What follows belongs to an exercise in optimizing a design on an open flow for a short achievable clock period and few clock cycles; a production flow would make more cautious choices.
Only simulation tests tie the RTL to the original design; equivalence was not proved.
Power and IR drop assume default switching activity.

**flow/config.mk**
```make
export PLATFORM = sky130hd
export DESIGN_NAME = manta_style
export DESIGN_NICKNAME = manta_style
export VERILOG_FILES = /design/flow/design.v
export SDC_FILE = /design/flow/constraint.sdc
export NUM_CORES = 4
export LEC_CHECK = 0
export CAP_MARGIN = 40
export CORE_MARGIN = 2
export CORE_UTILIZATION = 40
export PLACE_DENSITY = 0.6
export SETUP_SLACK_MARGIN = 5
export SLEW_MARGIN = 40
```
**flow/constraint.sdc**
```tcl
create_clock -name core_clock -period 8.5 [get_ports {clk}]
set_input_delay 1.7000 -clock core_clock [delete_from_list [all_inputs] [get_ports {clk}]]
set_output_delay 1.7000 -clock core_clock [all_outputs]
set_load 0.01 [all_outputs]
```
**flow/design.v**
```verilog
module multiplier3 (
    input             clk,
    input      [15:0] A,
    input      [15:0] B,
    output     [15:0] product,      
    output            ovf           
);
    wire pp_0_0 = A[0] & B[0];
    wire pp_1_0 = A[1] & B[0];
    wire pp_2_0 = A[2] & B[0];
    wire pp_3_0 = A[3] & B[0];
    wire pp_4_0 = A[4] & B[0];
    wire pp_5_0 = A[5] & B[0];
    wire pp_6_0 = A[6] & B[0];
    wire pp_7_0 = A[7] & B[0];
    wire pp_8_0 = A[8] & B[0];
    wire pp_9_0 = A[9] & B[0];
    wire pp_10_0 = A[10] & B[0];
    wire pp_11_0 = A[11] & B[0];
    wire pp_12_0 = A[12] & B[0];
    wire pp_13_0 = A[13] & B[0];
    wire pp_14_0 = A[14] & B[0];
    wire pp_15_0 = A[15] & B[0];
    wire pp_0_1 = A[0] & B[1];
    wire pp_1_1 = A[1] & B[1];
    wire pp_2_1 = A[2] & B[1];
    wire pp_3_1 = A[3] & B[1];
    wire pp_4_1 = A[4] & B[1];
    wire pp_5_1 = A[5] & B[1];
    wire pp_6_1 = A[6] & B[1];
    wire pp_7_1 = A[7] & B[1];
    wire pp_8_1 = A[8] & B[1];
    wire pp_9_1 = A[9] & B[1];
    wire pp_10_1 = A[10] & B[1];
    wire pp_11_1 = A[11] & B[1];
    wire pp_12_1 = A[12] & B[1];
    wire pp_13_1 = A[13] & B[1];
    wire pp_14_1 = A[14] & B[1];
    wire pp_0_2 = A[0] & B[2];
    wire pp_1_2 = A[1] & B[2];
    wire pp_2_2 = A[2] & B[2];
    wire pp_3_2 = A[3] & B[2];
    wire pp_4_2 = A[4] & B[2];
    wire pp_5_2 = A[5] & B[2];
    wire pp_6_2 = A[6] & B[2];
    wire pp_7_2 = A[7] & B[2];
    wire pp_8_2 = A[8] & B[2];
    wire pp_9_2 = A[9] & B[2];
    wire pp_10_2 = A[10] & B[2];
    wire pp_11_2 = A[11] & B[2];
    wire pp_12_2 = A[12] & B[2];
    wire pp_13_2 = A[13] & B[2];
    wire pp_0_3 = A[0] & B[3];
    wire pp_1_3 = A[1] & B[3];
    wire pp_2_3 = A[2] & B[3];
    wire pp_3_3 = A[3] & B[3];
    wire pp_4_3 = A[4] & B[3];
    wire pp_5_3 = A[5] & B[3];
    wire pp_6_3 = A[6] & B[3];
    wire pp_7_3 = A[7] & B[3];
    wire pp_8_3 = A[8] & B[3];
    wire pp_9_3 = A[9] & B[3];
    wire pp_10_3 = A[10] & B[3];
    wire pp_11_3 = A[11] & B[3];
    wire pp_12_3 = A[12] & B[3];
    wire pp_0_4 = A[0] & B[4];
    wire pp_1_4 = A[1] & B[4];
    wire pp_2_4 = A[2] & B[4];
    wire pp_3_4 = A[3] & B[4];
    wire pp_4_4 = A[4] & B[4];
    wire pp_5_4 = A[5] & B[4];
    wire pp_6_4 = A[6] & B[4];
    wire pp_7_4 = A[7] & B[4];
    wire pp_8_4 = A[8] & B[4];
    wire pp_9_4 = A[9] & B[4];
    wire pp_10_4 = A[10] & B[4];
    wire pp_11_4 = A[11] & B[4];
    wire pp_0_5 = A[0] & B[5];
    wire pp_1_5 = A[1] & B[5];
    wire pp_2_5 = A[2] & B[5];
    wire pp_3_5 = A[3] & B[5];
    wire pp_4_5 = A[4] & B[5];
    wire pp_5_5 = A[5] & B[5];
    wire pp_6_5 = A[6] & B[5];
    wire pp_7_5 = A[7] & B[5];
    wire pp_8_5 = A[8] & B[5];
    wire pp_9_5 = A[9] & B[5];
    wire pp_10_5 = A[10] & B[5];
    wire pp_0_6 = A[0] & B[6];
    wire pp_1_6 = A[1] & B[6];
    wire pp_2_6 = A[2] & B[6];
    wire pp_3_6 = A[3] & B[6];
    wire pp_4_6 = A[4] & B[6];
    wire pp_5_6 = A[5] & B[6];
    wire pp_6_6 = A[6] & B[6];
    wire pp_7_6 = A[7] & B[6];
    wire pp_8_6 = A[8] & B[6];
    wire pp_9_6 = A[9] & B[6];
    wire pp_0_7 = A[0] & B[7];
    wire pp_1_7 = A[1] & B[7];
    wire pp_2_7 = A[2] & B[7];
    wire pp_3_7 = A[3] & B[7];
    wire pp_4_7 = A[4] & B[7];
    wire pp_5_7 = A[5] & B[7];
    wire pp_6_7 = A[6] & B[7];
    wire pp_7_7 = A[7] & B[7];
    wire pp_8_7 = A[8] & B[7];
    wire pp_0_8 = A[0] & B[8];
    wire pp_1_8 = A[1] & B[8];
    wire pp_2_8 = A[2] & B[8];
    wire pp_3_8 = A[3] & B[8];
    wire pp_4_8 = A[4] & B[8];
    wire pp_5_8 = A[5] & B[8];
    wire pp_6_8 = A[6] & B[8];
    wire pp_7_8 = A[7] & B[8];
    wire pp_0_9 = A[0] & B[9];
    wire pp_1_9 = A[1] & B[9];
    wire pp_2_9 = A[2] & B[9];
    wire pp_3_9 = A[3] & B[9];
    wire pp_4_9 = A[4] & B[9];
    wire pp_5_9 = A[5] & B[9];
    wire pp_6_9 = A[6] & B[9];
    wire pp_0_10 = A[0] & B[10];
    wire pp_1_10 = A[1] & B[10];
    wire pp_2_10 = A[2] & B[10];
    wire pp_3_10 = A[3] & B[10];
    wire pp_4_10 = A[4] & B[10];
    wire pp_5_10 = A[5] & B[10];
    wire pp_0_11 = A[0] & B[11];
    wire pp_1_11 = A[1] & B[11];
    wire pp_2_11 = A[2] & B[11];
    wire pp_3_11 = A[3] & B[11];
    wire pp_4_11 = A[4] & B[11];
    wire pp_0_12 = A[0] & B[12];
    wire pp_1_12 = A[1] & B[12];
    wire pp_2_12 = A[2] & B[12];
    wire pp_3_12 = A[3] & B[12];
    wire pp_0_13 = A[0] & B[13];
    wire pp_1_13 = A[1] & B[13];
    wire pp_2_13 = A[2] & B[13];
    wire pp_0_14 = A[0] & B[14];
    wire pp_1_14 = A[1] & B[14];
    wire pp_0_15 = A[0] & B[15];
    wire [15:0] aor;
    assign aor[15] = A[15];
    assign aor[0] = |A[15:0];
    assign aor[1] = |A[15:1];
    assign aor[2] = |A[15:2];
    assign aor[3] = |A[15:3];
    assign aor[4] = |A[15:4];
    assign aor[5] = |A[15:5];
    assign aor[6] = |A[15:6];
    assign aor[7] = |A[15:7];
    assign aor[8] = |A[15:8];
    assign aor[9] = |A[15:9];
    assign aor[10] = |A[15:10];
    assign aor[11] = |A[15:11];
    assign aor[12] = |A[15:12];
    assign aor[13] = |A[15:13];
    assign aor[14] = |A[15:14];
    wire hi_any = (B[1] & aor[15]) | (B[2] & aor[14]) | (B[3] & aor[13]) | (B[4] & aor[12]) | (B[5] & aor[11]) | (B[6] & aor[10]) | (B[7] & aor[9]) | (B[8] & aor[8]) | (B[9] & aor[7]) | (B[10] & aor[6]) | (B[11] & aor[5]) | (B[12] & aor[4]) | (B[13] & aor[3]) | (B[14] & aor[2]) | (B[15] & aor[1]);
    wire s1 = pp_13_0 ^ pp_12_1;
    wire c2 = pp_13_0 & pp_12_1;
    wire s3 = pp_14_0 ^ pp_13_1 ^ pp_12_2;
    wire c4 = (pp_14_0 & pp_13_1) | (pp_14_0 & pp_12_2) | (pp_13_1 & pp_12_2);
    wire s5 = pp_11_3 ^ pp_10_4;
    wire c6 = pp_11_3 & pp_10_4;
    wire s7 = pp_15_0 ^ pp_14_1 ^ pp_13_2;
    wire c8 = (pp_15_0 & pp_14_1) | (pp_15_0 & pp_13_2) | (pp_14_1 & pp_13_2);
    wire s9 = pp_12_3 ^ pp_11_4 ^ pp_10_5;
    wire c10 = (pp_12_3 & pp_11_4) | (pp_12_3 & pp_10_5) | (pp_11_4 & pp_10_5);
    wire s11 = pp_9_6 ^ pp_8_7;
    wire c12 = pp_9_6 & pp_8_7;
    wire s13 = pp_9_0 ^ pp_8_1;
    wire c14 = pp_9_0 & pp_8_1;
    wire s15 = pp_10_0 ^ pp_9_1 ^ pp_8_2;
    wire c16 = (pp_10_0 & pp_9_1) | (pp_10_0 & pp_8_2) | (pp_9_1 & pp_8_2);
    wire s17 = pp_7_3 ^ pp_6_4;
    wire c18 = pp_7_3 & pp_6_4;
    wire s19 = pp_11_0 ^ pp_10_1 ^ pp_9_2;
    wire c20 = (pp_11_0 & pp_10_1) | (pp_11_0 & pp_9_2) | (pp_10_1 & pp_9_2);
    wire s21 = pp_8_3 ^ pp_7_4 ^ pp_6_5;
    wire c22 = (pp_8_3 & pp_7_4) | (pp_8_3 & pp_6_5) | (pp_7_4 & pp_6_5);
    wire s23 = pp_5_6 ^ pp_4_7;
    wire c24 = pp_5_6 & pp_4_7;
    wire s25 = pp_12_0 ^ pp_11_1 ^ pp_10_2;
    wire c26 = (pp_12_0 & pp_11_1) | (pp_12_0 & pp_10_2) | (pp_11_1 & pp_10_2);
    wire s27 = pp_9_3 ^ pp_8_4 ^ pp_7_5;
    wire c28 = (pp_9_3 & pp_8_4) | (pp_9_3 & pp_7_5) | (pp_8_4 & pp_7_5);
    wire s29 = pp_6_6 ^ pp_5_7 ^ pp_4_8;
    wire c30 = (pp_6_6 & pp_5_7) | (pp_6_6 & pp_4_8) | (pp_5_7 & pp_4_8);
    wire s31 = pp_3_9 ^ pp_2_10;
    wire c32 = pp_3_9 & pp_2_10;
    wire s33 = s1 ^ pp_11_2 ^ pp_10_3;
    wire c34 = (s1 & pp_11_2) | (s1 & pp_10_3) | (pp_11_2 & pp_10_3);
    wire s35 = pp_9_4 ^ pp_8_5 ^ pp_7_6;
    wire c36 = (pp_9_4 & pp_8_5) | (pp_9_4 & pp_7_6) | (pp_8_5 & pp_7_6);
    wire s37 = pp_6_7 ^ pp_5_8 ^ pp_4_9;
    wire c38 = (pp_6_7 & pp_5_8) | (pp_6_7 & pp_4_9) | (pp_5_8 & pp_4_9);
    wire s39 = pp_3_10 ^ pp_2_11 ^ pp_1_12;
    wire c40 = (pp_3_10 & pp_2_11) | (pp_3_10 & pp_1_12) | (pp_2_11 & pp_1_12);
    wire s41 = s3 ^ s5 ^ pp_9_5;
    wire c42 = (s3 & s5) | (s3 & pp_9_5) | (s5 & pp_9_5);
    wire s43 = pp_8_6 ^ pp_7_7 ^ pp_6_8;
    wire c44 = (pp_8_6 & pp_7_7) | (pp_8_6 & pp_6_8) | (pp_7_7 & pp_6_8);
    wire s45 = pp_5_9 ^ pp_4_10 ^ pp_3_11;
    wire c46 = (pp_5_9 & pp_4_10) | (pp_5_9 & pp_3_11) | (pp_4_10 & pp_3_11);
    wire s47 = pp_2_12 ^ pp_1_13 ^ pp_0_14;
    wire c48 = (pp_2_12 & pp_1_13) | (pp_2_12 & pp_0_14) | (pp_1_13 & pp_0_14);
    wire s49 = s7 ^ s9 ^ s11;
    wire c50 = (s7 & s9) | (s7 & s11) | (s9 & s11);
    wire s51 = pp_7_8 ^ pp_6_9 ^ pp_5_10;
    wire c52 = (pp_7_8 & pp_6_9) | (pp_7_8 & pp_5_10) | (pp_6_9 & pp_5_10);
    wire s53 = pp_4_11 ^ pp_3_12 ^ pp_2_13;
    wire c54 = (pp_4_11 & pp_3_12) | (pp_4_11 & pp_2_13) | (pp_3_12 & pp_2_13);
    wire s55 = pp_1_14 ^ pp_0_15 ^ c4;
    wire c56 = (pp_1_14 & pp_0_15) | (pp_1_14 & c4) | (pp_0_15 & c4);
    wire s57 = pp_6_0 ^ pp_5_1;
    wire c58 = pp_6_0 & pp_5_1;
    wire s59 = pp_7_0 ^ pp_6_1 ^ pp_5_2;
    wire c60 = (pp_7_0 & pp_6_1) | (pp_7_0 & pp_5_2) | (pp_6_1 & pp_5_2);
    wire s61 = pp_4_3 ^ pp_3_4;
    wire c62 = pp_4_3 & pp_3_4;
    wire s63 = pp_8_0 ^ pp_7_1 ^ pp_6_2;
    wire c64 = (pp_8_0 & pp_7_1) | (pp_8_0 & pp_6_2) | (pp_7_1 & pp_6_2);
    wire s65 = pp_5_3 ^ pp_4_4 ^ pp_3_5;
    wire c66 = (pp_5_3 & pp_4_4) | (pp_5_3 & pp_3_5) | (pp_4_4 & pp_3_5);
    wire s67 = pp_2_6 ^ pp_1_7;
    wire c68 = pp_2_6 & pp_1_7;
    wire s69 = s13 ^ pp_7_2 ^ pp_6_3;
    wire c70 = (s13 & pp_7_2) | (s13 & pp_6_3) | (pp_7_2 & pp_6_3);
    wire s71 = pp_5_4 ^ pp_4_5 ^ pp_3_6;
    wire c72 = (pp_5_4 & pp_4_5) | (pp_5_4 & pp_3_6) | (pp_4_5 & pp_3_6);
    wire s73 = pp_2_7 ^ pp_1_8 ^ pp_0_9;
    wire c74 = (pp_2_7 & pp_1_8) | (pp_2_7 & pp_0_9) | (pp_1_8 & pp_0_9);
    wire s75 = s15 ^ s17 ^ pp_5_5;
    wire c76 = (s15 & s17) | (s15 & pp_5_5) | (s17 & pp_5_5);
    wire s77 = pp_4_6 ^ pp_3_7 ^ pp_2_8;
    wire c78 = (pp_4_6 & pp_3_7) | (pp_4_6 & pp_2_8) | (pp_3_7 & pp_2_8);
    wire s79 = pp_1_9 ^ pp_0_10 ^ c14;
    wire c80 = (pp_1_9 & pp_0_10) | (pp_1_9 & c14) | (pp_0_10 & c14);
    wire s81 = s19 ^ s21 ^ s23;
    wire c82 = (s19 & s21) | (s19 & s23) | (s21 & s23);
    wire s83 = pp_3_8 ^ pp_2_9 ^ pp_1_10;
    wire c84 = (pp_3_8 & pp_2_9) | (pp_3_8 & pp_1_10) | (pp_2_9 & pp_1_10);
    wire s85 = pp_0_11 ^ c16 ^ c18;
    wire c86 = (pp_0_11 & c16) | (pp_0_11 & c18) | (c16 & c18);
    wire s87 = s25 ^ s27 ^ s29;
    wire c88 = (s25 & s27) | (s25 & s29) | (s27 & s29);
    wire s89 = s31 ^ pp_1_11 ^ pp_0_12;
    wire c90 = (s31 & pp_1_11) | (s31 & pp_0_12) | (pp_1_11 & pp_0_12);
    wire s91 = c20 ^ c22 ^ c24;
    wire c92 = (c20 & c22) | (c20 & c24) | (c22 & c24);
    wire s93 = s33 ^ s35 ^ s37;
    wire c94 = (s33 & s35) | (s33 & s37) | (s35 & s37);
    wire s95 = s39 ^ pp_0_13 ^ c26;
    wire c96 = (s39 & pp_0_13) | (s39 & c26) | (pp_0_13 & c26);
    wire s97 = c28 ^ c30 ^ c32;
    wire c98 = (c28 & c30) | (c28 & c32) | (c30 & c32);
    wire s99 = s41 ^ s43 ^ s45;
    wire c100 = (s41 & s43) | (s41 & s45) | (s43 & s45);
    wire s101 = s47 ^ c2 ^ c34;
    wire c102 = (s47 & c2) | (s47 & c34) | (c2 & c34);
    wire s103 = c36 ^ c38 ^ c40;
    wire c104 = (c36 & c38) | (c36 & c40) | (c38 & c40);
    wire s105 = s49 ^ s51 ^ s53;
    wire c106 = (s49 & s51) | (s49 & s53) | (s51 & s53);
    wire s107 = s55 ^ c6 ^ c42;
    wire c108 = (s55 & c6) | (s55 & c42) | (c6 & c42);
    wire s109 = c44 ^ c46 ^ c48;
    wire c110 = (c44 & c46) | (c44 & c48) | (c46 & c48);
    wire s111 = pp_4_0 ^ pp_3_1;
    wire c112 = pp_4_0 & pp_3_1;
    wire s113 = pp_5_0 ^ pp_4_1 ^ pp_3_2;
    wire c114 = (pp_5_0 & pp_4_1) | (pp_5_0 & pp_3_2) | (pp_4_1 & pp_3_2);
    wire s115 = pp_2_3 ^ pp_1_4;
    wire c116 = pp_2_3 & pp_1_4;
    wire s117 = s57 ^ pp_4_2 ^ pp_3_3;
    wire c118 = (s57 & pp_4_2) | (s57 & pp_3_3) | (pp_4_2 & pp_3_3);
    wire s119 = pp_2_4 ^ pp_1_5 ^ pp_0_6;
    wire c120 = (pp_2_4 & pp_1_5) | (pp_2_4 & pp_0_6) | (pp_1_5 & pp_0_6);
    wire s121 = s59 ^ s61 ^ pp_2_5;
    wire c122 = (s59 & s61) | (s59 & pp_2_5) | (s61 & pp_2_5);
    wire s123 = pp_1_6 ^ pp_0_7 ^ c58;
    wire c124 = (pp_1_6 & pp_0_7) | (pp_1_6 & c58) | (pp_0_7 & c58);
    wire s125 = s63 ^ s65 ^ s67;
    wire c126 = (s63 & s65) | (s63 & s67) | (s65 & s67);
    wire s127 = pp_0_8 ^ c60 ^ c62;
    wire c128 = (pp_0_8 & c60) | (pp_0_8 & c62) | (c60 & c62);
    wire s129 = s69 ^ s71 ^ s73;
    wire c130 = (s69 & s71) | (s69 & s73) | (s71 & s73);
    wire s131 = c64 ^ c66 ^ c68;
    wire c132 = (c64 & c66) | (c64 & c68) | (c66 & c68);
    wire s133 = s75 ^ s77 ^ s79;
    wire c134 = (s75 & s77) | (s75 & s79) | (s77 & s79);
    wire s135 = c70 ^ c72 ^ c74;
    wire c136 = (c70 & c72) | (c70 & c74) | (c72 & c74);
    wire s137 = s81 ^ s83 ^ s85;
    wire c138 = (s81 & s83) | (s81 & s85) | (s83 & s85);
    wire s139 = c76 ^ c78 ^ c80;
    wire c140 = (c76 & c78) | (c76 & c80) | (c78 & c80);
    wire s141 = s87 ^ s89 ^ s91;
    wire c142 = (s87 & s89) | (s87 & s91) | (s89 & s91);
    wire s143 = c82 ^ c84 ^ c86;
    wire c144 = (c82 & c84) | (c82 & c86) | (c84 & c86);
    wire s145 = s93 ^ s95 ^ s97;
    wire c146 = (s93 & s95) | (s93 & s97) | (s95 & s97);
    wire s147 = c88 ^ c90 ^ c92;
    wire c148 = (c88 & c90) | (c88 & c92) | (c90 & c92);
    wire s149 = s99 ^ s101 ^ s103;
    wire c150 = (s99 & s101) | (s99 & s103) | (s101 & s103);
    wire s151 = c94 ^ c96 ^ c98;
    wire c152 = (c94 & c96) | (c94 & c98) | (c96 & c98);
    wire s153 = s105 ^ s107 ^ s109;
    wire c154 = (s105 & s107) | (s105 & s109) | (s107 & s109);
    wire s155 = c100 ^ c102 ^ c104;
    wire c156 = (c100 & c102) | (c100 & c104) | (c102 & c104);
    wire ovf1 = hi_any;
    reg ovf1_q;
    reg c8_q;
    reg c10_q;
    reg c12_q;
    reg c50_q;
    reg c52_q;
    reg c54_q;
    reg c56_q;
    reg c106_q;
    reg c108_q;
    reg c110_q;
    reg c154_q;
    reg c156_q;
    reg q0_0;
    reg q0_1;
    reg q1_1;
    reg q0_2;
    reg q1_2;
    reg q2_2;
    reg q0_3;
    reg q1_3;
    reg q2_3;
    reg q3_3;
    reg q0_4;
    reg q1_4;
    reg q2_4;
    reg q3_4;
    reg q0_5;
    reg q1_5;
    reg q2_5;
    reg q3_5;
    reg q0_6;
    reg q1_6;
    reg q2_6;
    reg q3_6;
    reg q0_7;
    reg q1_7;
    reg q2_7;
    reg q3_7;
    reg q0_8;
    reg q1_8;
    reg q2_8;
    reg q3_8;
    reg q0_9;
    reg q1_9;
    reg q2_9;
    reg q3_9;
    reg q0_10;
    reg q1_10;
    reg q2_10;
    reg q3_10;
    reg q0_11;
    reg q1_11;
    reg q2_11;
    reg q3_11;
    reg q0_12;
    reg q1_12;
    reg q2_12;
    reg q3_12;
    reg q0_13;
    reg q1_13;
    reg q2_13;
    reg q3_13;
    reg q0_14;
    reg q1_14;
    reg q2_14;
    reg q3_14;
    reg q0_15;
    reg q1_15;
    reg q2_15;
    reg q3_15;
    always @(posedge clk) begin
        ovf1_q <= ovf1;
        q0_0 <= pp_0_0;
        q0_1 <= pp_1_0;
        q1_1 <= pp_0_1;
        q0_2 <= pp_2_0;
        q1_2 <= pp_1_1;
        q2_2 <= pp_0_2;
        q0_3 <= pp_3_0;
        q1_3 <= pp_2_1;
        q2_3 <= pp_1_2;
        q3_3 <= pp_0_3;
        q0_4 <= s111;
        q1_4 <= pp_2_2;
        q2_4 <= pp_1_3;
        q3_4 <= pp_0_4;
        q0_5 <= s113;
        q1_5 <= s115;
        q2_5 <= pp_0_5;
        q3_5 <= c112;
        q0_6 <= s117;
        q1_6 <= s119;
        q2_6 <= c114;
        q3_6 <= c116;
        q0_7 <= s121;
        q1_7 <= s123;
        q2_7 <= c118;
        q3_7 <= c120;
        q0_8 <= s125;
        q1_8 <= s127;
        q2_8 <= c122;
        q3_8 <= c124;
        q0_9 <= s129;
        q1_9 <= s131;
        q2_9 <= c126;
        q3_9 <= c128;
        q0_10 <= s133;
        q1_10 <= s135;
        q2_10 <= c130;
        q3_10 <= c132;
        q0_11 <= s137;
        q1_11 <= s139;
        q2_11 <= c134;
        q3_11 <= c136;
        q0_12 <= s141;
        q1_12 <= s143;
        q2_12 <= c138;
        q3_12 <= c140;
        q0_13 <= s145;
        q1_13 <= s147;
        q2_13 <= c142;
        q3_13 <= c144;
        q0_14 <= s149;
        q1_14 <= s151;
        q2_14 <= c146;
        q3_14 <= c148;
        q0_15 <= s153;
        q1_15 <= s155;
        q2_15 <= c150;
        q3_15 <= c152;
        c8_q <= c8;
        c10_q <= c10;
        c12_q <= c12;
        c50_q <= c50;
        c52_q <= c52;
        c54_q <= c54;
        c56_q <= c56;
        c106_q <= c106;
        c108_q <= c108;
        c110_q <= c110;
        c154_q <= c154;
        c156_q <= c156;
    end
    wire s157 = q0_3 ^ q1_3;
    wire c158 = q0_3 & q1_3;
    wire s159 = q0_4 ^ q1_4 ^ q2_4;
    wire c160 = (q0_4 & q1_4) | (q0_4 & q2_4) | (q1_4 & q2_4);
    wire s161 = q0_5 ^ q1_5 ^ q2_5;
    wire c162 = (q0_5 & q1_5) | (q0_5 & q2_5) | (q1_5 & q2_5);
    wire s163 = q0_6 ^ q1_6 ^ q2_6;
    wire c164 = (q0_6 & q1_6) | (q0_6 & q2_6) | (q1_6 & q2_6);
    wire s165 = q0_7 ^ q1_7 ^ q2_7;
    wire c166 = (q0_7 & q1_7) | (q0_7 & q2_7) | (q1_7 & q2_7);
    wire s167 = q0_8 ^ q1_8 ^ q2_8;
    wire c168 = (q0_8 & q1_8) | (q0_8 & q2_8) | (q1_8 & q2_8);
    wire s169 = q0_9 ^ q1_9 ^ q2_9;
    wire c170 = (q0_9 & q1_9) | (q0_9 & q2_9) | (q1_9 & q2_9);
    wire s171 = q0_10 ^ q1_10 ^ q2_10;
    wire c172 = (q0_10 & q1_10) | (q0_10 & q2_10) | (q1_10 & q2_10);
    wire s173 = q0_11 ^ q1_11 ^ q2_11;
    wire c174 = (q0_11 & q1_11) | (q0_11 & q2_11) | (q1_11 & q2_11);
    wire s175 = q0_12 ^ q1_12 ^ q2_12;
    wire c176 = (q0_12 & q1_12) | (q0_12 & q2_12) | (q1_12 & q2_12);
    wire s177 = q0_13 ^ q1_13 ^ q2_13;
    wire c178 = (q0_13 & q1_13) | (q0_13 & q2_13) | (q1_13 & q2_13);
    wire s179 = q0_14 ^ q1_14 ^ q2_14;
    wire c180 = (q0_14 & q1_14) | (q0_14 & q2_14) | (q1_14 & q2_14);
    wire s181 = q0_15 ^ q1_15 ^ q2_15;
    wire c182 = (q0_15 & q1_15) | (q0_15 & q2_15) | (q1_15 & q2_15);
    wire s183 = q0_2 ^ q1_2;
    wire c184 = q0_2 & q1_2;
    wire s185 = s157 ^ q2_3 ^ q3_3;
    wire c186 = (s157 & q2_3) | (s157 & q3_3) | (q2_3 & q3_3);
    wire s187 = s159 ^ q3_4 ^ c158;
    wire c188 = (s159 & q3_4) | (s159 & c158) | (q3_4 & c158);
    wire s189 = s161 ^ q3_5 ^ c160;
    wire c190 = (s161 & q3_5) | (s161 & c160) | (q3_5 & c160);
    wire s191 = s163 ^ q3_6 ^ c162;
    wire c192 = (s163 & q3_6) | (s163 & c162) | (q3_6 & c162);
    wire s193 = s165 ^ q3_7 ^ c164;
    wire c194 = (s165 & q3_7) | (s165 & c164) | (q3_7 & c164);
    wire s195 = s167 ^ q3_8 ^ c166;
    wire c196 = (s167 & q3_8) | (s167 & c166) | (q3_8 & c166);
    wire s197 = s169 ^ q3_9 ^ c168;
    wire c198 = (s169 & q3_9) | (s169 & c168) | (q3_9 & c168);
    wire s199 = s171 ^ q3_10 ^ c170;
    wire c200 = (s171 & q3_10) | (s171 & c170) | (q3_10 & c170);
    wire s201 = s173 ^ q3_11 ^ c172;
    wire c202 = (s173 & q3_11) | (s173 & c172) | (q3_11 & c172);
    wire s203 = s175 ^ q3_12 ^ c174;
    wire c204 = (s175 & q3_12) | (s175 & c174) | (q3_12 & c174);
    wire s205 = s177 ^ q3_13 ^ c176;
    wire c206 = (s177 & q3_13) | (s177 & c176) | (q3_13 & c176);
    wire s207 = s179 ^ q3_14 ^ c178;
    wire c208 = (s179 & q3_14) | (s179 & c178) | (q3_14 & c178);
    wire s209 = s181 ^ q3_15 ^ c180;
    wire c210 = (s181 & q3_15) | (s181 & c180) | (q3_15 & c180);
    wire [15:0] ra = {s209, s207, s205, s203, s201, s199, s197, s195, s193, s191, s189, s187, s185, s183, q0_1, q0_0};
    wire [15:0] rb = {c208, c206, c204, c202, c200, c198, c196, c194, c192, c190, c188, c186, c184, q2_2, q1_1, 1'b0};
    wire [16:0] sum = {1'b0, ra} + {1'b0, rb};
    assign ovf = ovf1_q | sum[16] | c182 | c210 | c8_q | c10_q | c12_q | c50_q | c52_q | c54_q | c56_q | c106_q | c108_q | c110_q | c154_q | c156_q;
    assign product = sum[15:0];
endmodule
module alu (
    input      [15:0] A,
    input      [15:0] B,
    input      [3:0]  shamt,
    input      [15:0] pc1,
    input             op_add,     
    input             op_sub,
    input             op_and,
    input             op_or,
    input             op_xor,
    input             op_shl,
    input             op_shr,
    input             op_link,
    output     [15:0] sum,
    output     [15:0] out
);
    ks_add #(.W(16), .L(4)) add (.a(A), .b(op_sub ? ~B : B), .cin(op_sub), .sum(sum), .cout());
    wire [15:0] shl = A << shamt;
    wire [15:0] shr = A >> shamt;
    wire [15:0] other = ({16{op_and}}  & (A & B))
               | ({16{op_or}}   & (A | B))
               | ({16{op_xor}}  & (A ^ B))
               | ({16{op_shl}}  & shl)
               | ({16{op_shr}}  & shr)
               | ({16{op_link}} & pc1);
    assign out = (op_add | op_sub) ? sum : other;
endmodule
module ks_add #(
    parameter W = 16,
    parameter L = 4              
) (
    input  [W-1:0] a,
    input  [W-1:0] b,
    input          cin,
    output [W-1:0] sum,
    output         cout
);
    wire [W-1:0] g [0:L];
    wire [W-1:0] p [0:L];
    assign p[0] = a ^ b;
    assign g[0] = (a & b) | {{(W-1){1'b0}}, (a[0] ^ b[0]) & cin};
    genvar i, j;
    generate
        for (i = 0; i < L; i = i + 1) begin : lvl
            for (j = 0; j < W; j = j + 1) begin : bit_
                if (j >= (1 << i)) begin : comb
                    assign g[i+1][j] = g[i][j] | (p[i][j] & g[i][j - (1 << i)]);
                    assign p[i+1][j] = p[i][j] & p[i][j - (1 << i)];
                end else begin : pass
                    assign g[i+1][j] = g[i][j];
                    assign p[i+1][j] = p[i][j];
                end
            end
        end
    endgenerate
    assign sum  = p[0] ^ {g[L][W-2:0], cin};
    assign cout = g[L][W-1];
endmodule
module register_file (
    input             clk,
    input             rst,
    input      [3:0]  rd_1,
    input      [3:0]  rd_2,
    input      [3:0]  wr,
    input      [15:0] wr_data,
    input             wr_en,
    output     [15:0] rd_1_data,
    output     [15:0] rd_2_data
);
    reg [15:0] gpr [1:15];
    integer i;
    always @(posedge clk) begin
        if (rst) begin
            for (i = 1; i < 16; i = i + 1) gpr[i] <= 16'd0;
        end else if (wr_en && wr != 4'd0) begin
            gpr[wr] <= wr_data;
        end
    end
    assign rd_1_data = (rd_1 == 4'd0) ? 16'd0 : gpr[rd_1];
    assign rd_2_data = (rd_2 == 4'd0) ? 16'd0 : gpr[rd_2];
endmodule
module manta_style (
    input clk,
    input rst,
    output [15:0] imem_addr,
    input  [15:0] imem_rdata,
    output [15:0] dmem_addr,
    output        dmem_we,
    output [15:0] dmem_wdata,
    input  [15:0] dmem_rdata
);
    reg [15:0] fa;               
    reg        lr_v;             
    reg [3:0]  lr_rd;            
    reg [15:0] lr_q;
    assign imem_addr = fa;
    wire [3:0]  f_op     = imem_rdata[15:12];
    wire        f_bne_t  = (f_op == 4'hd) && (imem_rdata[11:8] != imem_rdata[3:0]);
    wire        f_jalr_p = (f_op == 4'hf) && lr_v && (imem_rdata[11:8] == lr_rd);
    wire        f_jmp    = f_bne_t || (f_op == 4'he) || f_jalr_p;
    wire [15:0] f_off4   = {{12{imem_rdata[7]}}, imem_rdata[7:4]};
    wire [15:0] f_off    = f_op[1] ? {{8{imem_rdata[11]}}, imem_rdata[11:4]} : f_off4;
    wire [15:0] f_seq    = fa + 16'd1;
    wire [15:0] f_tgt    = f_jalr_p ? lr_q + f_off4 : fa + f_off;
    reg        d_valid;
    reg [15:0] d_ir;
    reg [15:0] d_pc1;
    reg [3:0]  d_r1, d_r2;       
    reg        d_jp;             
    reg [15:0] d_pbase;
    wire [3:0] d_op = d_ir[15:12];
    wire [3:0] d_ra = d_ir[11:8];
    wire [3:0] d_rb = d_ir[7:4];
    wire [3:0] d_rc = d_ir[3:0];
    wire       d_uses_a = (d_op != 4'he);
    wire       d_rr     = (d_op < 4'h6);                     
    wire       d_cd     = (d_op == 4'hc) || (d_op == 4'hd);   
    wire       d_wr = !d_cd && (d_rc != 4'd0);
    wire       d_imm = !d_rr;                                
    wire [15:0] d_immv = (d_op == 4'hf) ? {{12{d_ir[7]}}, d_ir[7:4]} : {12'd0, d_ir[7:4]};
    reg        e_valid;
    reg        e_wr;
    reg [3:0]  e_rd;
    reg        e_late;           
    reg [15:0] e_addr;           
    reg        e_we;             
    reg [15:0] e_sd;             
    reg        e_fdm;
    reg        e_load, e_store, e_mul, e_bne, e_jalr;
    reg        e_zcmp;           
    reg        e_add, e_sub, e_and, e_or, e_xor, e_shl, e_shr, e_link;
    reg [15:0] e_a, e_b, e_s, e_pc1;
    reg        e_fam, e_faw, e_fbm, e_fbw, e_fsm, e_fsw;
    reg        e_mfam, e_mfaw, e_mfbm, e_mfbw;
    reg        e_bt;             
    reg        e_jp;             
    reg [15:0] e_pbase;
    reg        m_wr;
    reg [3:0]  m_rd;
    reg        m_mul;
    reg [15:0] m_res;
    reg        m_jmiss;          
    reg [15:0] m_jt;
    reg        w_wr;
    reg [3:0]  w_rd;
    reg [15:0] w_res;
    wire [15:0] rf1, rf2;
    register_file rf (
        .clk(clk), .rst(rst),
        .rd_1(d_r1), .rd_2(d_r2),
        .wr(w_rd), .wr_data(w_res), .wr_en(w_wr),
        .rd_1_data(rf1), .rd_2_data(rf2)
    );
    wire [15:0] d_v1 = (w_wr && w_rd == d_r1) ? w_res : rf1;
    wire [15:0] d_v2 = (w_wr && w_rd == d_r2) ? w_res : rf2;
    wire d_he1 = e_wr && (e_rd == d_r1) && (d_r1 != 4'd0);
    wire d_he2 = e_wr && (e_rd == d_r2) && (d_r2 != 4'd0);
    wire d_hm1 = m_wr && (m_rd == d_r1) && (d_r1 != 4'd0);
    wire d_hm2 = m_wr && (m_rd == d_r2) && (d_r2 != 4'd0);
    wire d_ls = (d_op == 4'hb) || (d_op == 4'hc);
    wire d_stall = d_valid && ((e_late && (d_he1 || d_he2)) ||
                               (d_ls && (d_he1 || (d_hm1 && m_mul))) ||
                               ((d_op == 4'hc) && d_hm2 && m_mul));
    wire [15:0] d_sd = d_hm2 ? m_res : d_v2;
    wire [15:0] d_base = d_hm1 ? m_res : d_v1;
    wire [15:0] d_addr = d_base + {12'd0, d_ir[7:4]};
    wire [15:0] x_a = e_fam ? m_res : (e_faw ? w_res : e_a);
    wire [15:0] x_b = e_fbm ? m_res : (e_fbw ? w_res : e_b);
    wire [15:0] x_s = e_fsm ? m_res : (e_fsw ? w_res : e_s);
    wire [15:0] x_sum, x_out;
    alu alu (
        .A(x_a), .B(x_b), .shamt(e_b[3:0]), .pc1(e_pc1),
        .op_add(e_add), .op_sub(e_sub), .op_and(e_and), .op_or(e_or),
        .op_xor(e_xor), .op_shl(e_shl), .op_shr(e_shr), .op_link(e_link),
        .sum(x_sum), .out(x_out)
    );
    wire [15:0] mul_out;
    wire [15:0] x_ma = e_mfam ? m_res : (e_mfaw ? w_res : e_a);
    wire [15:0] x_mb = e_mfbm ? m_res : (e_mfbw ? w_res : e_b);
    wire        mul_ovf;
    multiplier3 mul (.clk(clk), .A(x_ma), .B(x_mb), .product(mul_out), .ovf(mul_ovf));
    wire x_bmiss = e_valid && e_bne && e_bt && (x_a == x_s);
    wire x_jmiss = e_valid && e_jalr && !(e_jp && (x_a == e_pbase));
    wire x_redir = x_bmiss || x_jmiss || m_jmiss;
    wire d_fuse = d_valid && (d_op == 4'hd) && e_valid && e_zcmp && e_wr &&
                  (((d_ra == e_rd) && (d_rc == 4'd0)) || ((d_rc == e_rd) && (d_ra == 4'd0)));
    wire d_early = d_fuse && (x_a == x_b);
    assign dmem_addr  = e_addr;
    assign dmem_we    = e_we;
    assign dmem_wdata = e_fdm ? m_res : e_sd;
    always @(posedge clk) begin
        if (rst) begin
            fa <= 16'd0;
        end else if (m_jmiss) begin
            fa <= m_jt;
        end else if (x_bmiss) begin
            fa <= e_pc1;
        end else if (d_early) begin
            fa <= d_pc1;
        end else if (!d_stall) begin
            fa <= f_jmp ? f_tgt : f_seq;
        end
        if (rst) begin
            lr_v <= 1'b0;
        end else if (f_op == 4'he && imem_rdata[3:0] != 4'd0) begin
            lr_v  <= 1'b1;
            lr_rd <= imem_rdata[3:0];
            lr_q  <= f_seq;
        end
        if (rst || x_redir || d_early) begin
            d_valid <= 1'b0;
        end else if (!d_stall) begin
            d_valid <= 1'b1;
        end
        if (!d_stall) begin
            d_ir    <= imem_rdata;
            d_r1    <= (f_op != 4'he) ? imem_rdata[11:8] : 4'd0;
            d_r2    <= (f_op < 4'h6) ? imem_rdata[7:4] :
                       ((f_op == 4'hc) || (f_op == 4'hd)) ? imem_rdata[3:0] : 4'd0;
            d_pc1   <= f_seq;
            d_jp    <= f_jalr_p;
            d_pbase <= lr_q;
        end
        e_rd   <= d_rc;
        e_late <= (d_op == 4'h5);
        e_addr <= d_addr;
        e_sd   <= d_sd;
        e_fdm  <= d_he2 && (d_op == 4'hc);
        e_load <= (d_op == 4'hb);
        e_store <= (d_op == 4'hc);
        e_mul  <= (d_op == 4'h5);
        e_bne  <= (d_op == 4'hd);
        e_jalr <= (d_op == 4'hf);
        e_add  <= (d_op == 4'h0) || (d_op == 4'h6);
        e_sub  <= (d_op == 4'h1);
        e_zcmp <= (d_op == 4'h1) || (d_op == 4'h4);
        e_and  <= (d_op == 4'h2) || (d_op == 4'h7);
        e_or   <= (d_op == 4'h3) || (d_op == 4'h8);
        e_xor  <= (d_op == 4'h4);
        e_shl  <= (d_op == 4'h9);
        e_shr  <= (d_op == 4'ha);
        e_link <= (d_op == 4'he) || (d_op == 4'hf);
        e_a    <= d_v1;
        e_b    <= d_imm ? d_immv : d_v2;
        e_s    <= d_v2;
        e_pc1  <= d_pc1;
        e_fam  <= d_he1;
        e_faw  <= d_hm1;
        e_fbm  <= d_he2 && !d_imm;
        e_fbw  <= d_hm2 && !d_imm;
        e_fsm  <= d_he2;
        e_fsw  <= d_hm2;
        e_mfam <= d_he1 && (d_op == 4'h5);
        e_mfaw <= d_hm1 && (d_op == 4'h5);
        e_mfbm <= d_he2 && (d_op == 4'h5);
        e_mfbw <= d_hm2 && (d_op == 4'h5);
        e_bt   <= (d_ra != d_rc) && !d_early;
        e_jp   <= d_jp;
        e_pbase <= d_pbase;
        if (rst || x_redir || d_stall || !d_valid) begin
            e_valid <= 1'b0;
            e_wr    <= 1'b0;
            e_we    <= 1'b0;
        end else begin
            e_valid <= 1'b1;
            e_wr    <= d_wr;
            e_we    <= (d_op == 4'hc);
        end
        m_rd    <= e_rd;
        m_mul   <= e_mul;
        m_res   <= e_load ? dmem_rdata : x_out;
        m_jt    <= x_sum;
        if (rst) begin
            m_wr <= 1'b0;
            m_jmiss <= 1'b0;
        end else begin
            m_jmiss <= x_jmiss;
            m_wr <= e_wr;
        end
        w_rd  <= m_rd;
        w_res <= m_mul ? (mul_out | {16{mul_ovf}}) : m_res;
        if (rst) begin
            w_wr <= 1'b0;
        end else begin
            w_wr <= m_wr;
        end
    end
endmodule
```
**flow/flow/run.sh**
```bash
#!/bin/bash
set -euo pipefail
bash standard.sh SETUP_SLACK_MARGIN=5.7 "BUFFER_PORTS_ARGS=-buffer_cell sky130_fd_sc_hd__buf_4" finish > standard.log 2>&1
```
**flow/standard.sh**
```bash
#!/bin/bash
# synth_recipe.tcl (not shown) runs the flow's synth.tcl, then flattens the netlist and writes it again
# the make line also repeats each setting of config.mk as NAME=value (left out here)
make -C /OpenROAD-flow-scripts/flow DESIGN_CONFIG=/design/flow/config.mk WORK_HOME=/design/flow/orfs CLKGATE_MAP_FILE= SYNTH_SCRIPT=/design/flow/synth_recipe.tcl "${@:-finish}"
```
==> impl_metrics.csv, run 1 <==
group,metric,value,unit
routing,wl_per_cell,26.3,um
floorplanning,chipHeight,306,um
power,power_density,205,nW/um^2
critical_path,crit_end,"e_addr[9]",
routing,drt_iter0_markers,3412,
grt,antenna_found_initial,2,
sta,tns,0,ns
critical_path,critPathMaxFanout,7,
final_layout,nets,3867,
routing,firstDrtPassIters,9,
routing,vias,28500,
sta,worst_pin_slew,0.914,ns
floorplanning,row_count,110,
sta,rsz0062_at_grt,"true",
placed_design,placed_cells,4372,
critical_path,startpoint_type,"flip-flop",
yosys,syn_inst,3277,
final_layout,drive_gt1_share,35.4,%
yosys,synth-seq-area-share,44.0,%
sta,period_share,41.8,%
yosys,synth_top_area_share,27.4,%
critical_path,critPathKind,"flip-flop to flip-flop",
cts,cts_buffer_depth,3,
cts,clk_pin_slew,0.06,ns
yosys,synth_edf_count,333,
power,power.total,9.73,mW
critical_path,worstPathArrival,4.09,ns
yosys,ys_seq_elements,635,
yosys,synth_cell_types,93,
grt,grt_pass1_vias,28400,
final_layout,diodes,0,
final_layout,post-route-util,52.6,%
cts,cts.sinks,635,
flow_run,cap_violations,0,
power,vdd_drop_max,0.140,mV
yosys,synth_flop_cell,"edfxtp_1",
final_layout,largest_reg_flops,256,
yosys,synth.avg_cell_area,11.1,um^2
floorplanning,core-area,90100,um^2
final_layout,regArea,16300,um^2
cts,h-tree-depth,3,
final_layout,n_fill_cell,7508,
grt,grt.overflow.total,0,
critical_path,reg2reg_depth,14,
yosys,synth-compound-area-share,9.16,%
yosys,yosys.area.top_type,"edfxtp_1",
routing,dr_wl_met3,11500,um
yosys,synth_warnings,4,
sta,finalHoldViolCount,0,
sta,slew_viol_final,0,
yosys,synth_most_common_cell,"edfxtp_1",
yosys,synthSimpleGateAreaFrac,13.7,%
yosys,ys_async_sr_fraction,0,%
sta,setup_violations,0,
final_layout,multiInputGateArea,21300,um^2
routing,dr_wl_met2,58600,um
routing,wl_met1,52400,um
sta,relSlewSlack,39.0,%
yosys,synth_top_family_by_area,"multiplexers",
cts,root_buffer,"clkbuf_16",
sta,period_needed,3.55,ns
floorplanning,dieArea,93600,um^2
placed_design,gp_congestion,0.917,
cts,cts_tree,"built",
cts,cts_buffers,73,
yosys,yosys-top-cells-count,"333 x edfxtp_1, 305 x nor2_1, 302 x dfxtp_1",
grt,grtUsageTotal,26.7,%
grt,grt_max_degree,42,
floorplanning,ios,83,
floorplanning,start_util,40.5,%
critical_path,r2r_slack,4.95,ns
final_layout,top_register,"rf.gpr",
placed_design,port_buffers,82,
routing,top_layer,"met4",
floorplanning,die_w,306,um
grt,grt_pass1_wl,186000,um
critical_path,cp.required,9.03,ns
sta,max_freq,0.281,GHz
yosys,synth_fa_ha_area_share,9.04,%
yosys,synth_area,36500,um^2
yosys,synthMuxAreaShare,15.5,%
cts,insertion_delay,0.63,ns
final_layout,syn2layout_area_growth,30.0,%
routing,drt-total-wl,128000,um
sta,finClkSkew,0.0324,ns
placed_design,dp_hpwl,79500,um
yosys,synth.top_cells.by_area,"edfxtp_1 27%, dfxtp_1 17%, mux4_2 10%",
yosys,synth-xor-area-share,4.11,%
final_layout,final-instance-count-excl-fill,4858,
routing,ant_nets,0,
routing,vias_per_cell,5.87,
worst_hold_path,hold_class,"flip-flop to flip-flop",
status,status,"complete, no violations",
critical_path,r2r-end,"e_addr[9]",
critical_path,cp-end-kind,"flip-flop",
routing,drcViolationCount,0,
power,p_leak,18.6,nW
==> cell type report <==
type / count / area share, %
multi-input combinational: 2259 / 45.0
sequential: 635 / 34.3
timing repair buffer: 488 / 11.2
clock buffer: 100 / 4.42
tap: 1176 / 3.10
inverter: 169 / 1.44
clock inverter: 30 / 0.543
timing repair inverter: 1 / 0.0237
==> where the power goes <==
group	switching, mW	internal [mW]
logic	1.46	1.28
registers	0.331	3.51
clock network	1.33	1.82
==> layout by cell type (no fill, tap or decap), types with 78 or more instances in the layout <==
cell,Yosys,layout
edfxtp_1,333,333
buf_4,8,274
nor2_1,305,267
and2_1,252,251
dfxtp_1,302,220
nand2_1,211,199
mux4_2,168,168
inv_1,164,152
buf_6,6,129
xnor2_1,119,106
o21ai_0,158,96
mux2i_1,105,90
clkbuf_16,0,80
ha_1,110,78
==> worst min-delay path by stage <==
stage | end | start | cells past startpoint | slack (ns)
after global routing | e_pbase[12] | d_pbase[12] | 0 | 0.34
after floorplan | e_jp | d_jp | 0 | 0.32
after CTS | e_pbase[12] | d_pbase[12] | 0 | 0.34
final | e_pbase[12] | d_pbase[12] | 0 | 0.33
after global placement | e_pbase[9] | d_pbase[9] | 0 | 0.33
after detailed placement | e_pbase[12] | d_pbase[12] | 0 | 0.33
==> metrics by stage <==
| stage | hold slack [ns] | area, um^2 | setup WS, ns |
|---|---|---|---|
| floorplan | 0.323 | 37700 | 4.50 |
| global placement | 0.325 | 38700 | 3.91 |
| detailed placement | 0.327 | 39000 | 4.10 |
| CTS | 0.335 | 46000 | 4.96 |
| global route | 0.335 | 47400 | 4.85 |
| finish | 0.332 | 47400 | 4.95 |
==> cells by family after synthesis <==
logic type                 Yosys count
adders and majority gates          206
muxes                              338
other                                1
and+or+nand+nor                   1009
xor gates and xnor gates           171
DFF                                635
AOI/OAI and AO/OA                  517
buffers and inverters              400
==> critical path, stage by stage (launching register included) <==
cell and delay (ns):
dfxtp_4 0.44, buf_16 0.16, buf_12 0.11, mux4_2 0.53, mux4_2 0.48, a22o_1 0.20, mux2_2 0.27, ha_1 0.33
a21oi_2 0.20, inv_2 0.06, a21oi_4 0.20, buf_6 0.15, nor4_4 0.04, nand2_1 0.11, xor2_1 0.18
==> layer usage <==
| layer | track usage [%] | vias to the layer above |
|---|---|---|
| li1 | - | 12400 |
| met1 | 36.0 | 14200 |
| met2 | 42.0 | 1559 |
| met3 | 5.49 | 335 |
| met4 | 11.3 | 0 |
| met5 | 0 | - |
==> what timing repair did <==
action                                  CTS  global route
hold buffers                              0             0
resized for setup                       520           157
buffers inserted                        260            79
endpoints found under the setup margin  563           294
cloned                                   13             3
pin swaps                               167           109
Testbench counts, summed over its fixed seeds: cycles 528,626.
==> run 2, diff against run 1 <==
==> flow/run.sh (new file) <==
#!/bin/bash
# synth_recipe.tcl (not shown) runs the flow's synth.tcl, then flattens the netlist and writes it again
# the make line also repeats each setting of config.mk as NAME=value (left out here)
make -C /OpenROAD-flow-scripts/flow DESIGN_CONFIG=/design/flow/config.mk WORK_HOME=/design/flow/orfs CLKGATE_MAP_FILE= SYNTH_SCRIPT=/design/flow/synth_recipe.tcl finish
removed: flow/flow/run.sh
removed: flow/standard.sh
==> impl_metrics.csv, run 2 <==
group,metric,value,unit
flow_run,cap_violations,0,
placed_design,port_buffers,82,
final_layout,nets,3645,
sta,tns,0,ns
critical_path,cp-end-kind,"flip-flop",
grt,antenna_found_initial,2,
cts,clk_pin_slew,0.07,ns
sta,setup_slack,4.90,ns
sta,worst_pin_slew,0.851,ns
sta,max_freq,0.278,GHz
yosys,yosys.area.top_type,"edfxtp_1",
critical_path,slowest_delay,0.54,ns
sta,finClkSkew,0.0331,ns
critical_path,worstPathArrival,4.15,ns
critical_path,cp.required,9.05,ns
floorplanning,core-area,90100,um^2
routing,drcViolationCount,0,
placed_design,gp_congestion,0.920,
critical_path,critPathMaxFanout,10,
critical_path,crit_chain,"buf_12, mux4_2, mux4_2, a22o_1, mux2_4, ha_4, fa_2, a21o_1, a21oi_4, nand4bb_4, nor3_1, xnor2_1",
sta,period_needed,3.60,ns
placed_design,dp_hpwl,78600,um
grt,top_usage_layer,"met2",
yosys,synth_flop_cell,"edfxtp_1",
status,status,"complete, no violations",
routing,wl_per_cell,25.3,um
routing,firstDrtPassIters,5,
worst_hold_path,min_to,"e_pbase[5]",
sta,setup_violations,0,
final_layout,top_register,"rf.gpr",
routing,drt-total-wl,118000,um
final_layout,layout_common_cells,"333 x edfxtp_1, 294 x nor2_1, 251 x and2_1, 247 x dfxtp_1, 203 x nand2_1",
yosys,synth.top_cells.by_area,"edfxtp_1 27%, dfxtp_1 17%, mux4_2 10%",
power,vdd_drop_max,0.139,mV
routing,ant_nets,0,
yosys,yosys-top-cells-count,"333 x edfxtp_1, 305 x nor2_1, 302 x dfxtp_1",
critical_path,r2r_slack,4.90,ns
grt,grt.overflow.total,0,
floorplanning,chipHeight,306,um
sta,finalHoldViolCount,0,
final_layout,mostFrequentLayoutCell,"edfxtp_1",
final_layout,drive_gt1_share,23.8,%
sta,fin_hold_ws,0.320,ns
yosys,synth.avg_cell_area,11.1,um^2
yosys,synth_cell_types,93,
grt,grt_max_degree,65,
grt,grt_pass1_vias,26500,
worst_hold_path,hold_class,"flip-flop to flip-flop",
final_layout,syn2layout_area_growth,19.8,%
critical_path,cpMostUsedCell,"mux4_2",
floorplanning,ios,83,
yosys,ys_seq_elements,635,
floorplanning,die_w,306,um
cts,root_buffer,"clkbuf_16",
yosys,synth_most_common_cell,"edfxtp_1",
floorplanning,row_count,110,
critical_path,crit_buf_inv,1,
sta,period_share,42.3,%
sta,relSlewSlack,43.2,%
power,power_density,213,nW/um^2
worst_hold_path,min_from,"d_pbase[5]",
placed_design,placed_cells,4382,
worst_hold_path,hold_depth,0,
critical_path,startpoint_type,"flip-flop",
grt,met1_usage,34.8,%
cts,cts.sinks,635,
yosys,syn_inst,3277,
cts,insertion_delay,0.64,ns
critical_path,reg2reg_depth,12,
floorplanning,start_util,40.5,%
cts,h-tree-depth,3,
yosys,synth_warnings,4,
final_layout,post-route-util,48.5,%
routing,drt_iter0_markers,2924,
grt,use_met3,3.93,%
routing,vias_per_cell,5.79,
sta,rsz0062_at_grt,"true",
critical_path,r2r-end,"e_addr[12]",
cts,cts_buffers,73,
grt,grtUsageTotal,24.7,%
yosys,synth-seq-area-share,44.0,%
yosys,synth_area,36500,um^2
yosys,synth_top_area_share,27.4,%
routing,vias,26900,
floorplanning,dieArea,93600,um^2
power,p_leak,17.0,nW
critical_path,critPathKind,"flip-flop to flip-flop",
grt,grt_pass1_wl,174000,um
critical_path,crit_family,"multiplexers",
critical_path,slowest_stage,"mux4_2",
final_layout,largest_reg_flops,256,
cts,cts_tree,"built",
sta,slew_viol_final,0,
grt,use_met2,39.2,%
yosys,synth_edf_count,333,
placed_design,preCtsSetupSlack,3.43,ns
cts,cts_buffer_depth,3,
final_layout,final-instance-count-excl-fill,4642,
yosys,ys_async_sr_fraction,0,%
## run 2: cell counts after synthesis
Identical to the previous run, type by type.
## run 2: per-stage QoR
stage | area [um^2] | power [mW]
floorplan | 36900 | 5.10
CTS | 42700 | 9.23
global placement | 38600 | 5.85
finish | 43700 | 9.33
detailed placement | 38800 | 5.86
global route | 43700 | 9.68
## run 2: timing repair
action / 4_1_cts / 5_1_grt
buffers inserted: 65 / 54
hold buffers: 0 / 0
pin swaps: 48 / 56
cloned: 5 / 0
resized for setup: 246 / 126
endpoints found under the setup margin: 496 / 227
## run 2: cell families (layout without fill, tap and decap cells)
kind of cell	after synthesis	in the layout	synth area share, %
DFF	635	635	44.0
adders and majority gates	206	206	9.04
buffers and inverters	400	571	4.45
xor gates and xnor gates	171	171	4.11
AOI/OAI and AO/OA	517	517	9.16
and+or+nand+nor	1009	1009	13.7
other	1	19	0.0103
muxes	338	338	15.5
## run 2: worst max-delay path by stage
stage | startpoint | end | slack [ns] | cells past startpoint
CTS | flip-flop | e_addr[12] | 4.91 | 12
global placement | imem_rdata[13] | fa[15] | 3.49 | 13
floorplan | imem_rdata[13] | fa[15] | 4.43 | 13
detailed placement | imem_rdata[13] | fa[15] | 3.43 | 13
global route | imem_rdata[7] | fa[15] | 4.73 | 14
finish | flip-flop | e_addr[12] | 4.90 | 12
## run 2: where the power goes
group / total, mW / internal [mW] / switching (mW)
clock network: 3.24 / 1.90 / 1.34
registers: 3.84 / 3.51 / 0.335
logic: 2.24 / 1.00 / 1.24
total: 9.33 / 6.41 / 2.92
## run 2: layout make-up
cell class / instances / area (um^2)
Fill cell: 7934 / 46400
Sequential cell: 635 / 16200
Clock buffer: 101 / 2140
Antenna cell: 3 / 7.51
Timing Repair Buffer: 269 / 2780
Multi-Input combinational cell: 2257 / 20100
Tap cell: 1176 / 1470
Inverter: 169 / 657
Clock inverter: 32 / 320
## run 2: routing by layer
layer  share of wire, %  vias to the layer above
met5                  0                        -
met1                 43                    13400
li1                   -                    11900
met4                3.4                        0
met2                 46                     1318
met3                8.5                      248
==> run 3, diff against run 2 <==
--- a/flow/design.v
+++ b/flow/design.v
@@ -518,3 +518,4 @@
     wire [15:0] rb = {c208, c206, c204, c202, c200, c198, c196, c194, c192, c190, c188, c186, c184, q2_2, q1_1, 1'b0};
-    wire [16:0] sum = {1'b0, ra} + {1'b0, rb};
+    wire [16:0] sum;
+    ks_add #(.W(16), .L(4)) cpa (.a(ra), .b(rb), .cin(1'b0), .sum(sum[15:0]), .cout(sum[16]));
     assign ovf = ovf1_q | sum[16] | c182 | c210 | c8_q | c10_q | c12_q | c50_q | c52_q | c54_q | c56_q | c106_q | c108_q | c110_q | c154_q | c156_q;
@@ -585,2 +586,3 @@
     input      [3:0]  rd_2,
+    input      [3:0]  rd_3,
     input      [3:0]  wr,
@@ -589,3 +591,4 @@
     output     [15:0] rd_1_data,
-    output     [15:0] rd_2_data
+    output     [15:0] rd_2_data,
+    output     [15:0] rd_3_data
 );
@@ -602,2 +605,3 @@
     assign rd_2_data = (rd_2 == 4'd0) ? 16'd0 : gpr[rd_2];
+    assign rd_3_data = (rd_3 == 4'd0) ? 16'd0 : gpr[rd_3];
 endmodule
@@ -625,3 +629,6 @@
     wire [15:0] f_seq    = fa + 16'd1;
-    wire [15:0] f_tgt    = f_jalr_p ? lr_q + f_off4 : fa + f_off;
+    wire [15:0] f_tgt_j, f_tgt_r;
+    ks_add #(.W(16), .L(4)) f_add (.a(fa), .b(f_off), .cin(1'b0), .sum(f_tgt_j), .cout());
+    ks_add #(.W(16), .L(4)) r_add (.a(lr_q), .b(f_off4), .cin(1'b0), .sum(f_tgt_r), .cout());
+    wire [15:0] f_tgt    = f_jalr_p ? f_tgt_r : f_tgt_j;
     reg        d_valid;
@@ -630,2 +637,4 @@
     reg [3:0]  d_r1, d_r2;       
+    reg [15:0] d_fb;             
+    reg        b_hm, b_hw, b_hz;  
     reg        d_jp;             
@@ -668,6 +677,10 @@
     reg [15:0] w_res;
-    wire [15:0] rf1, rf2;
+    reg        z_wr;             
+    reg [3:0]  z_rd;
+    reg [15:0] z_res;
+    wire [15:0] rf1, rf2, rf3;
+    wire [3:0]  f_r1 = (f_op != 4'he) ? imem_rdata[11:8] : 4'd0;
     register_file rf (
         .clk(clk), .rst(rst),
-        .rd_1(d_r1), .rd_2(d_r2),
+        .rd_1(d_r1), .rd_2(d_r2), .rd_3(f_r1), .rd_3_data(rf3),
         .wr(w_rd), .wr_data(w_res), .wr_en(w_wr),
@@ -686,4 +699,6 @@
     wire [15:0] d_sd = d_hm2 ? m_res : d_v2;
-    wire [15:0] d_base = d_hm1 ? m_res : d_v1;
-    wire [15:0] d_addr = d_base + {12'd0, d_ir[7:4]};
+    wire [15:0] d_base = b_hm ? m_res : (b_hw ? w_res : (b_hz ? z_res : d_fb));
+    wire [3:0]  b_r1n = d_stall ? d_r1 : f_r1;      
+    wire [15:0] d_addr;
+    ks_add #(.W(16), .L(4)) agu (.a(d_base), .b({12'd0, d_ir[7:4]}), .cin(1'b0), .sum(d_addr), .cout());
     wire [15:0] x_a = e_fam ? m_res : (e_faw ? w_res : e_a);
@@ -736,5 +751,9 @@
         end
+        d_fb <= d_stall ? d_base : rf3;
+        b_hm <= e_wr && (e_rd == b_r1n) && (b_r1n != 4'd0);
+        b_hw <= m_wr && (m_rd == b_r1n) && (b_r1n != 4'd0);
+        b_hz <= w_wr && (w_rd == b_r1n) && (b_r1n != 4'd0);
         if (!d_stall) begin
             d_ir    <= imem_rdata;
-            d_r1    <= (f_op != 4'he) ? imem_rdata[11:8] : 4'd0;
+            d_r1    <= f_r1;
             d_r2    <= (f_op < 4'h6) ? imem_rdata[7:4] :
@@ -802,2 +821,4 @@
         w_rd  <= m_rd;
+        z_rd  <= w_rd;
+        z_res <= w_res;
         w_res <= m_mul ? (mul_out | {16{mul_ovf}}) : m_res;
@@ -805,4 +826,6 @@
             w_wr <= 1'b0;
+            z_wr <= 1'b0;
         end else begin
             w_wr <= m_wr;
+            z_wr <= w_wr;
         end
==> flow/flow/run.sh (new file) <==
#!/bin/bash
set -euo pipefail
bash standard.sh SETUP_SLACK_MARGIN=5.7 "BUFFER_PORTS_ARGS=-buffer_cell sky130_fd_sc_hd__buf_4" finish > standard.log 2>&1
==> flow/standard.sh (new file) <==
#!/bin/bash
# synth_recipe.tcl (not shown) runs the flow's synth.tcl, then flattens the netlist and writes it again
# the make line also repeats each setting of config.mk as NAME=value (left out here)
make -C /OpenROAD-flow-scripts/flow DESIGN_CONFIG=/design/flow/config.mk WORK_HOME=/design/flow/orfs CLKGATE_MAP_FILE= SYNTH_SCRIPT=/design/flow/synth_recipe.tcl "${@:-finish}"
removed: flow/run.sh
==> impl_metrics.csv, run 3 <==
group,metric,value,unit
status,status,"complete, no violations",
yosys,syn_inst,3734,
critical_path,slowest_stage,"dfxtp_4",
floorplanning,row_count,116,
sta,finClkSkew,0.0336,ns
worst_hold_path,min_to,"e_pbase[3]",
routing,wl_per_cell,28.2,um
critical_path,r2r-end,"mul.q0_14",
routing,vias_per_cell,6.17,
final_layout,mostFrequentLayoutCell,"edfxtp_1",
power,switching_share,33.2,%
routing,drt-total-wl,155000,um
yosys,ys_async_sr_fraction,0,%
yosys,synth_edf_count,329,
routing,dr_wl_met2,65900,um
grt,grt_pass1_vias,32600,
routing,wl_met1,61100,um
routing,top_layer,"met4",
cts,cts_tree,"built",
sta,period_share,40.0,%
power,power.total,11.1,mW
yosys,synth_top_area_share,24.7,%
routing,drcViolationCount,0,
routing,vias,33800,
cts,cts_buffers,76,
critical_path,cp-end-kind,"output port",
critical_path,slowest_delay,0.37,ns
routing,dr_wl_met3,17900,um
power,p_sw,3.70,mW
critical_path,crit_family,"flip-flops",
yosys,synth_cell_types,96,
cts,cts_buffer_depth,3,
sta,relSlewSlack,29.0,%
flow_run,cap_violations,0,
final_layout,nets,4360,
sta,rsz0062_at_grt,"true",
power,vdd_drop_max,0.146,mV
worst_hold_path,min_from,"d_pbase[3]",
worst_hold_path,hold_class,"flip-flop to flip-flop",
final_layout,layout_common_cells,"329 x edfxtp_1, 305 x buf_4, 280 x nand2_1, 258 x and2_1, 256 x dfxtp_1",
grt,grtUsageTotal,28.9,%
critical_path,reg2reg_depth,11,
critical_path,reg2reg_from,"e_mfbw",
grt,antenna_found_initial,2,
power,p_int,7.43,mW
yosys,synth.top_cells.by_area,"edfxtp_1 25%, dfxtp_1 17%, mux4_2 10%",
grt,grt.overflow.total,0,
final_layout,drive_gt1_share,35.5,%
critical_path,worstPathArrival,1.70,ns
floorplanning,core-area,99700,um^2
yosys,synth_warnings,4,
power,p_leak,20.4,nW
cts,clk_pin_slew,0.06,ns
cts,insertion_delay,0.68,ns
yosys,ys_seq_elements,666,
power,clock_power_share,32.8,%
final_layout,syn2layout_area_growth,31.8,%
routing,firstDrtPassIters,6,
sta,setup_violations,0,
power,sequentialPowerShare,36.0,%
cts,cts.sinks,666,
critical_path,cp.required,6.80,ns
yosys,synth_flop_cell,"dfxtp_1",
placed_design,gp_congestion,0.928,
sta,period_needed,3.40,ns
floorplanning,chipHeight,321,um
floorplanning,dieArea,103000,um^2
final_layout,diodes,0,
yosys,yosys.area.top_type,"edfxtp_1",
placed_design,dp_hpwl,92800,um
sta,max_freq,0.294,GHz
critical_path,critPathKind,"flip-flop to output port",
grt,grt_pass1_wl,220000,um
cts,ctsHoldBuffers,0,
yosys,synth_most_common_cell,"dfxtp_1",
sta,fin_hold_ws,0.326,ns
placed_design,dpl_cell_area,42800,um^2
critical_path,crit_path_start,"e_fdm",
routing,ant_nets,0,
worst_hold_path,hold_depth,0,
grt,grt_max_degree,58,
critical_path,r2r_slack,5.12,ns
sta,worst_pin_slew,1.06,ns
cts,root_buffer,"clkbuf_16",
critical_path,critPathMaxFanout,8,
yosys,synth_area,40100,um^2
final_layout,top_register,"rf.gpr",
routing,drt_iter0_markers,4573,
yosys,synth-seq-area-share,41.5,%
floorplanning,start_util,40.2,%
power,power_density,211,nW/um^2
cts,h-tree-depth,3,
floorplanning,die_w,321,um
floorplanning,ios,83,
critical_path,startpoint_type,"flip-flop",
power,power.share.combinational,31.2,%
sta,slew_viol_final,0,
sta,finalHoldViolCount,0,
critical_path,crit_chain,"buf_12, mux2_4, buf_6",
sta,tns,0,ns
final_layout,largest_reg_flops,256,
yosys,synth.avg_cell_area,10.7,um^2
yosys,yosys-top-cells-count,"337 x dfxtp_1, 329 x edfxtp_1, 295 x nand2_1",
critical_path,crit_buf_inv,2,
final_layout,stdcell_area,52800,um^2
placed_design,port_buffers,82,
-- run 3: cell types whose count changed in the layout (fill, tap and decap cells not counted), sizes merged, moves of 23 or more --
cell / previous run / this run
o22ai: 14 / 40
nor3: 37 / 60
mux2i: 112 / 179
a221oi: 17 / 43
a31oi: 10 / 46
nor2: 306 / 271
a21oi: 125 / 154
buf: 190 / 558
dfxtp: 302 / 337
nand2: 211 / 300
a211oi: 19 / 50
nor2b: 21 / 59
clkdlybuf4s50: 52 / 0
-- run 3: how the worst max path moves through the flow --
| stage | end | slack (ns) | depth (start not counted) |
|---|---|---|---|
| CTS | dmem_wdata[15] | 5.10 | 3 |
| floorplan | fa[15] | 4.72 | 14 |
| global route | m_res[15] | 5.03 | 15 |
| finish | dmem_wdata[15] | 5.10 | 3 |
| detailed placement | d_fb[9] | 3.92 | 9 |
| global placement | d_fb[8] | 3.84 | 8 |
-- run 3: power by group through the flow --
stage	sequential (mW)	combinational [mW]	clock, mW
finish	4.01	3.47	3.65
global route	4.03	3.66	3.80
CTS	3.99	3.14	3.67
detailed placement	4.08	2.46	0
global placement	4.08	2.43	0
floorplan	3.88	1.77	0
-- run 3: kinds of logic (layout without fill, tap and decap cells) --
family	after synthesis	count (layout)	synth area share, %
AO/OA/AOI/OAI	671	672	11.0
XOR/XNOR	165	165	3.61
AND/OR/NAND/NOR	1150	1158	14.4
buffers and inverters	451	876	4.57
flip-flops	666	666	41.5
other	1	16	0.00936
multiplexers	424	424	16.8
adder cells (fa/ha/maj)	206	206	8.23
-- run 3: area by class of cell --
type                            count  area [um^2]
Tap cell                         1298         1620
Timing Repair Buffer              575         6570
Clock inverter                     47          609
Timing Repair inverter              1         8.76
Clock buffer                       94         2160
Sequential cell                   666        16800
Fill cell                        8179        46900
Multi-Input combinational cell   2641        24400
Inverter                          159          633
-- run 3: stage by stage --
stage	setup WS [ns]	cells	utilization, %
after floorplan	4.72	3749	-
after global placement	3.84	4898	42.5
after detailed placement	3.92	4916	42.9
after CTS	5.10	5370	51.0
after global routing	5.03	5481	53.0
final	5.10	5481	53.0
-- run 3: worst register-to-register path, delay by kind of cell, from the launching register on --
kind | cells | cell delay, ns
flops | 1 | 0.39
buf+inv | 3 | 0.38
fa+ha+maj | 4 | 1.99
compound gates | 1 | 0.14
mux | 1 | 0.25
simple gates | 2 | 0.11
-- run 3: what timing repair did --
| item | in CTS | in global routing |
|---|---|---|
| resized for setup | 543 | 203 |
| buffers inserted | 290 | 98 |
| endpoints found under the setup margin | 621 | 288 |
| pin swaps | 169 | 148 |
| gates cloned | 23 | 12 |
-- run 3: routing by layer --
metal | track usage, % | vias up
met2 | 42.8 | 2309
met3 | 6.06 | 562
met4 | 15.4 | 0
met5 | 0 | -
met1 | 39.7 | 16700
li1 | - | 14300
Testbench counts of run 3, summed over its fixed seeds: cycles 528,626.

## re-timing with driven ports
The results above use ideal ports. As a check the final layouts listed here were re-extracted and re-timed, cells and wires unchanged.
Step 1 assumes that a clkbuf_16 drives the clock port and a buf_2 every other input.
Step 2, shift: input delay + t, output delay - t, t = (earliest + latest rising clock arrival at the registers) / 2. This alone moves slack from input paths to output paths.
Slacks: ideal / step 1 / step 2; pairs: ideal / step 1.
| run | t (ns) | slack for setup (ns) | slew at the worst register clock pin (ns) | worst slew at a driven data input, ns | cell pins on the clock port's net |
|---|---|---|---|---|---|
| run 1 | 0.683 | 4.946 / 4.946 / 4.314 | 0.07 / 0.07 | 0.13 | 1 |
| run 2 | 0.692 | 4.903 / 4.903 / 4.257 | 0.07 / 0.07 | 0.06 | 1 |
| run 3 | 0.730 | 5.098 / 5.025 / 4.397 | 0.07 / 0.07 | 0.16 | 1 |
After both steps setup and hold are still met in every run listed. The setup slack of run 3, which loses most, moves by -0.073 ns with the drivers and by -0.701 ns with both steps.
